This is an optimization exercise on Yosys and OpenROAD, whose aim is small area, not a production implementation. Where RTL was checked, it was by simulation tests only, not by an equivalence proof against the original. Power and IR drop assume default switching activity.

## run A
==> flow/design.v <==
module TwentyFiveMHz(clk, reset, en_nxt);
	input clk, reset;
	output en_nxt;
	reg [1:0] cnt;
	assign en_nxt = &cnt;
	always @(posedge clk or posedge reset)
		if (reset) cnt <= 2'd0;
		else cnt <= cnt + 2'd1;
endmodule
module HorizontalCnt(vga_clk, en, reset, HcntValue, VcntEnable);
	input vga_clk, en, reset;
	output reg [9:0] HcntValue;
	output reg VcntEnable;
	wire wrap = HcntValue[9] & HcntValue[8] & HcntValue[5];
	always @(posedge vga_clk or posedge reset) begin
		if (reset) begin
			HcntValue <= 10'd0;
			VcntEnable <= 1'b0;
		end
		else if (en) begin
			HcntValue <= wrap ? 10'd0 : HcntValue + 10'd1;
			VcntEnable <= wrap;
		end
	end
endmodule
module VerticalCnt(vga_clk, en, reset, VcntEnable, VcntValue);
	input vga_clk, en, reset, VcntEnable;
	output reg [8:0] VcntValue;
	wire wrap = VcntValue[8] & VcntValue[7] & VcntValue[6] & VcntValue[0];
	always @(posedge vga_clk or posedge reset) begin
		if (reset) VcntValue <= 9'd0;
		else if (en & VcntEnable) VcntValue <= wrap ? 9'd0 : VcntValue + 9'd1;
	end
endmodule
module kbd_protocol(reset, clk, en, ps2clk, ps2data, key, strobe);
	input reset, clk, en, ps2clk, ps2data;
	output [7:0] key;
	output reg strobe;
	reg [3:0] st;
	wire fall = st[3];
	always @(posedge clk or posedge reset)
		if (reset) st <= 4'd0;
		else if (en) begin
			case (st)
				4'd0, 4'd1, 4'd2, 4'd3: st <= ps2clk ? st + 4'd1 : 4'd0;
				4'd4:                   st <= ps2clk ? 4'd4 : 4'd5;
				4'd5, 4'd6, 4'd7:       st <= ps2clk ? 4'd1 : st + 4'd1;
				default:                st <= ps2clk ? 4'd1 : 4'd0;
			endcase
		end
	reg [3:0] cnt;       
	reg [8:0] sr;        
	reg par;             
	reg f0;              
	wire last = cnt[3] & cnt[1];                
	wire shift = ~(cnt[3] & (cnt[1] | cnt[0]));  
	assign key = sr[8:1];
	always @(posedge clk)
		if (en & fall) begin
			if (shift) sr <= {ps2data, sr[8:1]};
			par <= (cnt == 4'd0) ? ps2data : par ^ ps2data;
		end
	always @(posedge clk or posedge reset)
		if (reset) begin
			cnt <= 4'd0;
			f0 <= 1'b0;
			strobe <= 1'b0;
		end
		else if (en) begin
			strobe <= 1'b0;
			if (fall) begin
				if (last) begin
					cnt <= 4'd0;
					if (~sr[0] & ps2data & par) begin
						if (f0) begin
							strobe <= 1'b1;
							f0 <= 1'b0;
						end
						else if (sr[8:1] == 8'hF0) f0 <= 1'b1;
					end
				end
				else cnt <= cnt + 4'd1;
			end
		end
endmodule
module vgasync(reset, clk, en, HcntValue, VcntValue, hsync, vsync, r, g, b, key, strobe);
	input clk, en, strobe, reset;
	input [7:0] key;
	input [9:0] HcntValue;
	input [8:0] VcntValue;
	output hsync, vsync;
	output [2:0] r, g, b;
	function ge10(input [9:0] x, input [9:0] k);
		integer i;
		begin
			ge10 = 1'b1;
			for (i = 0; i < 10; i = i + 1)
				ge10 = k[i] ? (x[i] & ge10) : (x[i] | ge10);
		end
	endfunction
	wire [9:0] H = HcntValue;
	wire [8:0] V = VcntValue;
	assign hsync = ~(ge10(H, 10'd16) & ~ge10(H, 10'd111));
	assign vsync = (V == 9'd12);
	wire v50 = ge10({1'b0, V}, 10'd50);
	wire v250 = ge10({1'b0, V}, 10'd250);
	wire h161 = ge10(H, 10'd161);
	wire h374 = ge10(H, 10'd374);
	wire h587 = ge10(H, 10'd587);
	wire h800 = H[9] & H[8] & H[5];
	wire row1 = v50 & ~v250;
	wire row2 = v250;
	wire col1 = h161 & ~h374;
	wire col2 = h374 & ~h587;
	wire col3 = h587 & ~h800;
	reg [2:0] zone;
	wire kstb = en & strobe;
	always @(posedge clk or posedge reset)
		if (reset) zone <= 3'd0;
		else if (kstb)
			case (key)
				8'h16: zone <= 3'd1;
				8'h1E: zone <= 3'd2;
				8'h26: zone <= 3'd3;
				8'h25: zone <= 3'd4;
				8'h2E: zone <= 3'd5;
				8'h36: zone <= 3'd6;
				8'h76: zone <= 3'd0;
				default: ;
			endcase
	wire [1:0] cls = (key == 8'h2D) ? 2'd1 :
	                 (key == 8'h34) ? 2'd2 :
	                 (key == 8'h32) ? 2'd3 : 2'd0;
	wire blank = kstb & (zone == 3'd0);
	wire [12:0] shown [1:6];    
	genvar w;
	generate
		for (w = 1; w <= 6; w = w + 1) begin : win
			window wn(.clk(clk), .reset(reset), .we(kstb & (zone == w)),
			          .blank(blank), .cls(cls), .shown(shown[w]));
		end
	endgenerate
	function [2:0] level(input [3:0] c);
		reg [2:0] m;
		begin
			case (c[2:0])
				3'b000: m = 3'd0;
				3'b101: m = 3'd1;
				3'b011: m = 3'd2;
				3'b010: m = 3'd3;
				3'b110: m = 3'd4;
				3'b100: m = 3'd5;
				3'b111: m = 3'd6;
				default: m = 3'bxxx;
			endcase
			level = c[3] ? ~m : m;
		end
	endfunction
	wire [11:0] t1 = ({12{col1 & ~shown[1][12]}} & shown[1][11:0]) |
	                 ({12{col2 & ~shown[2][12]}} & shown[2][11:0]) |
	                 ({12{col3 & ~shown[3][12]}} & shown[3][11:0]);
	wire [11:0] t2 = ({12{col1 & ~shown[4][12]}} & shown[4][11:0]) |
	                 ({12{col2 & ~shown[5][12]}} & shown[5][11:0]) |
	                 ({12{col3 & ~shown[6][12]}} & shown[6][11:0]);
	wire [11:0] s = ({12{row1}} & t1) | ({12{row2}} & t2);
	assign r = level(s[3:0]);
	assign g = level(s[7:4]);
	assign b = level(s[11:8]);
endmodule
module window(clk, reset, we, blank, cls, shown);
	input clk, reset, we, blank;
	input [1:0] cls;
	output [12:0] shown;
	reg [2:0] sr, sg, sb;
	reg dr, dg, db;
	reg [1:0] tag;
	reg clr;
	wire er = we & ~tag[1] & tag[0];
	wire eg = we & tag[1] & ~tag[0];
	wire eb = we & tag[1] & tag[0];
	always @(posedge clk or posedge reset)
		if (reset) begin
			{sr, sg, sb, dr, dg, db, tag, clr} <= 15'd0;
		end
		else begin
			if (er) begin
				sr <= {~sr[0], sr[2] ^ sr[1], ~sr[1]};
				dr <= dr ^ (sr[2] & sr[1] & sr[0]);
			end
			if (eg) begin
				sg <= {~sg[0], sg[2] ^ sg[1], ~sg[1]};
				dg <= dg ^ (sg[2] & sg[1] & sg[0]);
			end
			if (eb) begin
				sb <= {~sb[0], sb[2] ^ sb[1], ~sb[1]};
				db <= db ^ (sb[2] & sb[1] & sb[0]);
			end
			if (we) tag <= cls;
			if (we) clr <= 1'b0;
			else if (blank) clr <= 1'b1;
		end
	assign shown = {clr, db, sb, dg, sg, dr, sr};
endmodule
module top(reset, clk, ps2clk, ps2data, hsync, vsync, red, green, blue);
	input reset, clk;
	input ps2clk, ps2data;
	output hsync, vsync;
	output [2:0] red, green, blue;
	wire tick;
	wire [9:0] Hcount;
	wire [8:0] Vcount;
	wire Venable;
	wire kstrobe;
	wire [7:0] key;
	TwentyFiveMHz cl25(clk, reset, tick);
	HorizontalCnt hcnt(clk, tick, reset, Hcount, Venable);
	VerticalCnt vcnt(clk, tick, reset, Venable, Vcount);
	kbd_protocol kbdp(reset, clk, tick, ps2clk, ps2data, key, kstrobe);
	vgasync vga(reset, clk, tick, Hcount, Vcount, hsync, vsync, red, green, blue, key, kstrobe);
endmodule
==> flow/config.mk <==
export PLATFORM = sky130hd
export DESIGN_NAME = top
export DESIGN_NICKNAME = top
export VERILOG_FILES = /design/flow/design.v
export SDC_FILE = /design/flow/constraint.sdc
export NUM_CORES = 4
export LEC_CHECK = 0
export CAP_MARGIN = 20
export CORE_MARGIN = 2
export CORE_UTILIZATION = 40
export SLEW_MARGIN = 20
==> flow/constraint.sdc <==
create_clock -name core_clock -period 10.0 [get_ports {clk}]
set_input_delay 2.0000 -clock core_clock [delete_from_list [all_inputs] [get_ports {clk}]]
set_output_delay 2.0000 -clock core_clock [all_outputs]
set_load 0.01 [all_outputs]
standard.sh (not shown) runs the stock make flow with config.mk's settings and CLKGATE_MAP_FILE= SYNTH_SCRIPT=/design/flow/synth_recipe.tcl, a recipe that flattens the netlist after the stock synthesis.
==> flow/flow/run.sh <==
#!/bin/bash
# Own layout flow: the standard synthesis, then its combinational logic
# re-mapped by ABC for area (flip-flops kept as they are), then the standard
# layout steps with a clock tree built without dummy loads.
set -euo pipefail
W=$(pwd)
R=$W/orfs/results/$FLOW_PLATFORM/top/base
CTS="-sink_clustering_enable -repair_clock_nets -dont_use_dummy_load -buf_list sky130_fd_sc_hd__clkbuf_4"

bash standard.sh synth > $W/flow_synth.log 2>&1
cp $R/1_2_yosys.v $R/1_2_yosys_std.v
LIB=$FLOW_HOME/platforms/$FLOW_PLATFORM/lib/sky130_fd_sc_hd__tt_025C_1v80.lib \
IN=$R/1_2_yosys_std.v OUT=$R/1_2_yosys.v TOP=$FLOW_TOP \
  yosys -c $W/flow/remap.tcl > $W/flow_remap.log 2>&1
rm -f $R/1_synth.odb $R/1_synth.sdc
bash standard.sh "CTS_ARGS=$CTS" finish > $W/flow_finish.log 2>&1
==> flow/flow/remap.tcl <==
# Re-map the combinational logic of the standard synthesis netlist for area.
# Flip-flop cells stay black boxes, so every register keeps its name and cell.
yosys read_liberty -ignore_miss_func $::env(LIB)
yosys blackbox sky130_fd_sc_hd__df* sky130_fd_sc_hd__edf* sky130_fd_sc_hd__sdf* sky130_fd_sc_hd__dl*
yosys read_verilog $::env(IN)
yosys hierarchy -top $::env(TOP)
yosys flatten
yosys opt -purge
set dont_use {}
foreach c {probe_p_8 probec_p_8 lpflow_bleeder_1 lpflow_clkbufkapwr_1 lpflow_clkbufkapwr_16
  lpflow_clkbufkapwr_2 lpflow_clkbufkapwr_4 lpflow_clkbufkapwr_8 lpflow_clkinvkapwr_1
  lpflow_clkinvkapwr_16 lpflow_clkinvkapwr_2 lpflow_clkinvkapwr_4 lpflow_clkinvkapwr_8
  lpflow_decapkapwr_12 lpflow_decapkapwr_3 lpflow_decapkapwr_4 lpflow_decapkapwr_6
  lpflow_decapkapwr_8 lpflow_inputiso0n_1 lpflow_inputiso0p_1 lpflow_inputiso1n_1
  lpflow_inputiso1p_1 lpflow_inputisolatch_1 lpflow_isobufsrc_1 lpflow_isobufsrc_16
  lpflow_isobufsrc_2 lpflow_isobufsrc_4 lpflow_isobufsrc_8 lpflow_isobufsrckapwr_16
  lpflow_lsbuf_lh_hl_isowell_tap_1 lpflow_lsbuf_lh_hl_isowell_tap_2
  lpflow_lsbuf_lh_hl_isowell_tap_4 lpflow_lsbuf_lh_isowell_4 lpflow_lsbuf_lh_isowell_tap_1
  lpflow_lsbuf_lh_isowell_tap_2 lpflow_lsbuf_lh_isowell_tap_4} {
  lappend dont_use -dont_use sky130_fd_sc_hd__$c
}
yosys abc -liberty $::env(LIB) {*}$dont_use -script "+&get -n; &st; &dc2; &syn2; &dch -f; &nf -R 1000 -p; &put"
yosys opt_clean -purge
yosys blackbox =sky130_fd_sc_hd__*
yosys stat -liberty $::env(LIB)
yosys write_verilog -noattr -nohex -nodec $::env(OUT)
Run A: full flow OK, the timing, DRC and antenna checks passed
#### Input delta (run D over run A)
==> flow/design.v, changed modules only <==
module vgasync(reset, clk, en, HcntValue, VcntValue, hsync, vsync, r, g, b, key, strobe);
	input clk, en, strobe, reset;
	input [7:0] key;
	input [9:0] HcntValue;
	input [8:0] VcntValue;
	output hsync, vsync;
	output [2:0] r, g, b;
	function ge10(input [9:0] x, input [9:0] k);
		integer i;
		begin
			ge10 = 1'b1;
			for (i = 0; i < 10; i = i + 1)
				ge10 = k[i] ? (x[i] & ge10) : (x[i] | ge10);
		end
	endfunction
	wire [9:0] H = HcntValue;
	wire [8:0] V = VcntValue;
	assign hsync = ~(ge10(H, 10'd16) & ~ge10(H, 10'd111));
	assign vsync = (V == 9'd12);
	wire v50 = ge10({1'b0, V}, 10'd50);
	wire v250 = ge10({1'b0, V}, 10'd250);
	wire h161 = ge10(H, 10'd161);
	wire h374 = ge10(H, 10'd374);
	wire h587 = ge10(H, 10'd587);
	wire h800 = H[9] & H[8] & H[5];
	wire row1 = v50 & ~v250;
	wire row2 = v250;
	wire col1 = h161 & ~h374;
	wire col2 = h374 & ~h587;
	wire col3 = h587 & ~h800;
	wire kstb = en & strobe;
	wire [3:0] hi = key[7:4], lo = key[3:0];
	wire h1 = hi == 4'h1, h2 = hi == 4'h2, h3 = hi == 4'h3, h7 = hi == 4'h7;
	wire l6 = lo == 4'h6, le = lo == 4'hE, l5 = lo == 4'h5;
	wire m1 = h1 & l6, m2 = h1 & le, m3 = h2 & l6, m4 = h2 & l5;
	wire m5 = h2 & le, m6 = h3 & l6, m0 = h7 & l6;
	wire zk = m0 | m1 | m2 | m3 | m4 | m5 | m6;
	wire kr = h2 & (lo == 4'hD), kg = h3 & (lo == 4'h4), kb = h3 & (lo == 4'h2);
	reg [2:0] zone;
	reg [1:0] tag;
	wire z0 = (zone == 3'd0);
	always @(posedge clk or posedge reset)
		if (reset) begin
			zone <= 3'd0;
			tag <= 2'd0;
		end
		else if (kstb) begin
			if (zk) zone <= {m4 | m5 | m6, m2 | m3 | m6, m1 | m3 | m5};
			tag <= z0 ? 2'd0 : {kg | kb, kr | kb};
		end
	wire blank = kstb & z0;
	wire [3:1] step = {3{kstb}} & {tag == 2'd3, tag == 2'd2, tag == 2'd1};
	wire [12:0] shown [1:6];    
	genvar w;
	generate
		for (w = 1; w <= 6; w = w + 1) begin : win
			window wn(.clk(clk), .reset(reset), .we(kstb & (zone == w)),
			          .blank(blank), .step(step), .shown(shown[w]));
		end
	endgenerate
	function [2:0] level(input [3:0] c);
		reg [2:0] m;
		begin
			case (c[2:0])
				3'b000: m = 3'd0;
				3'b101: m = 3'd1;
				3'b011: m = 3'd2;
				3'b010: m = 3'd3;
				3'b110: m = 3'd4;
				3'b100: m = 3'd5;
				3'b111: m = 3'd6;
				default: m = 3'bxxx;
			endcase
			level = c[3] ? ~m : m;
		end
	endfunction
	wire [11:0] t1 = ({12{col1 & ~shown[1][12]}} & shown[1][11:0]) |
	                 ({12{col2 & ~shown[2][12]}} & shown[2][11:0]) |
	                 ({12{col3 & ~shown[3][12]}} & shown[3][11:0]);
	wire [11:0] t2 = ({12{col1 & ~shown[4][12]}} & shown[4][11:0]) |
	                 ({12{col2 & ~shown[5][12]}} & shown[5][11:0]) |
	                 ({12{col3 & ~shown[6][12]}} & shown[6][11:0]);
	wire [11:0] s = ({12{row1}} & t1) | ({12{row2}} & t2);
	assign r = level(s[3:0]);
	assign g = level(s[7:4]);
	assign b = level(s[11:8]);
endmodule
module window(clk, reset, we, blank, step, shown);
	input clk, reset, we, blank;
	input [3:1] step;
	output [12:0] shown;
	reg [2:0] sr, sg, sb;
	reg dr, dg, db;
	reg clr;
	wire er = we & step[1];
	wire eg = we & step[2];
	wire eb = we & step[3];
	always @(posedge clk or posedge reset)
		if (reset) begin
			{sr, sg, sb, dr, dg, db, clr} <= 13'd0;
		end
		else begin
			if (er) begin
				sr <= {~sr[0], sr[2] ^ sr[1], ~sr[1]};
				dr <= dr ^ (sr[2] & sr[1] & sr[0]);
			end
			if (eg) begin
				sg <= {~sg[0], sg[2] ^ sg[1], ~sg[1]};
				dg <= dg ^ (sg[2] & sg[1] & sg[0]);
			end
			if (eb) begin
				sb <= {~sb[0], sb[2] ^ sb[1], ~sb[1]};
				db <= db ^ (sb[2] & sb[1] & sb[0]);
			end
			if (we) clr <= 1'b0;
			else if (blank) clr <= 1'b1;
		end
	assign shown = {clr, db, sb, dg, sg, dr, sr};
endmodule
Findings:
- Diff run A and run D: number of antenna cells inserted lower in run D
- Run A → run D: internal power of the cells has decreased; post-route non-filler standard cell count lost 6.4%.
- Run D: cell total after placement lower than run A
- Logic depth of the worst register-to-register path down 3 in run D wrt run A
- Delta (run D minus run A): proportion of layout cells with a drive suffix above 1 stayed essentially flat, non-clock buffer count fell by 1, count of non-CTS inverters in the layout rose by 2, global-route usage rose by 0.50 points.
- In the tables for run A and run D, area growth from synthesis to final layout reads lower with run A.
- Routability-driven placement congestion ratio (run A / run D): 0.950
- Run A → run D: global-route wire length before repair decreased 5.4%; register-to-register slack grew by 0.90 ns.
Only the layout flow was run in run A; the RTL was not checked for function there.

what the ideal ports hide:
Ports are ideal in the flow. The routed layouts listed here were re-timed in OpenROAD. Step 1: set_driving_cell puts a clkbuf_16 on clk and a buf_2 on each other input, an assumption about the parent block. Step 2 also shifts input and output timing later by t, the mid clock arrival at the registers, as if the neighbouring blocks saw the same clock. a / b / c = ideal ports / drivers / drivers and shift; a / b = the first two.
run	t (ns)	setup slack, ns	hold WS [ns]	clock arrival spread, ns	worst slew at a driven data input, ns
run A	0.541	3.761 / 3.722 / 4.264	0.471 / 0.471 / 0.471	0.049 / 0.049	0.03
run D	0.550	3.905 / 3.872 / 4.422	0.476 / 0.476 / 0.476	0.045 / 0.045	0.03
After both steps setup and hold are still met in every run listed.
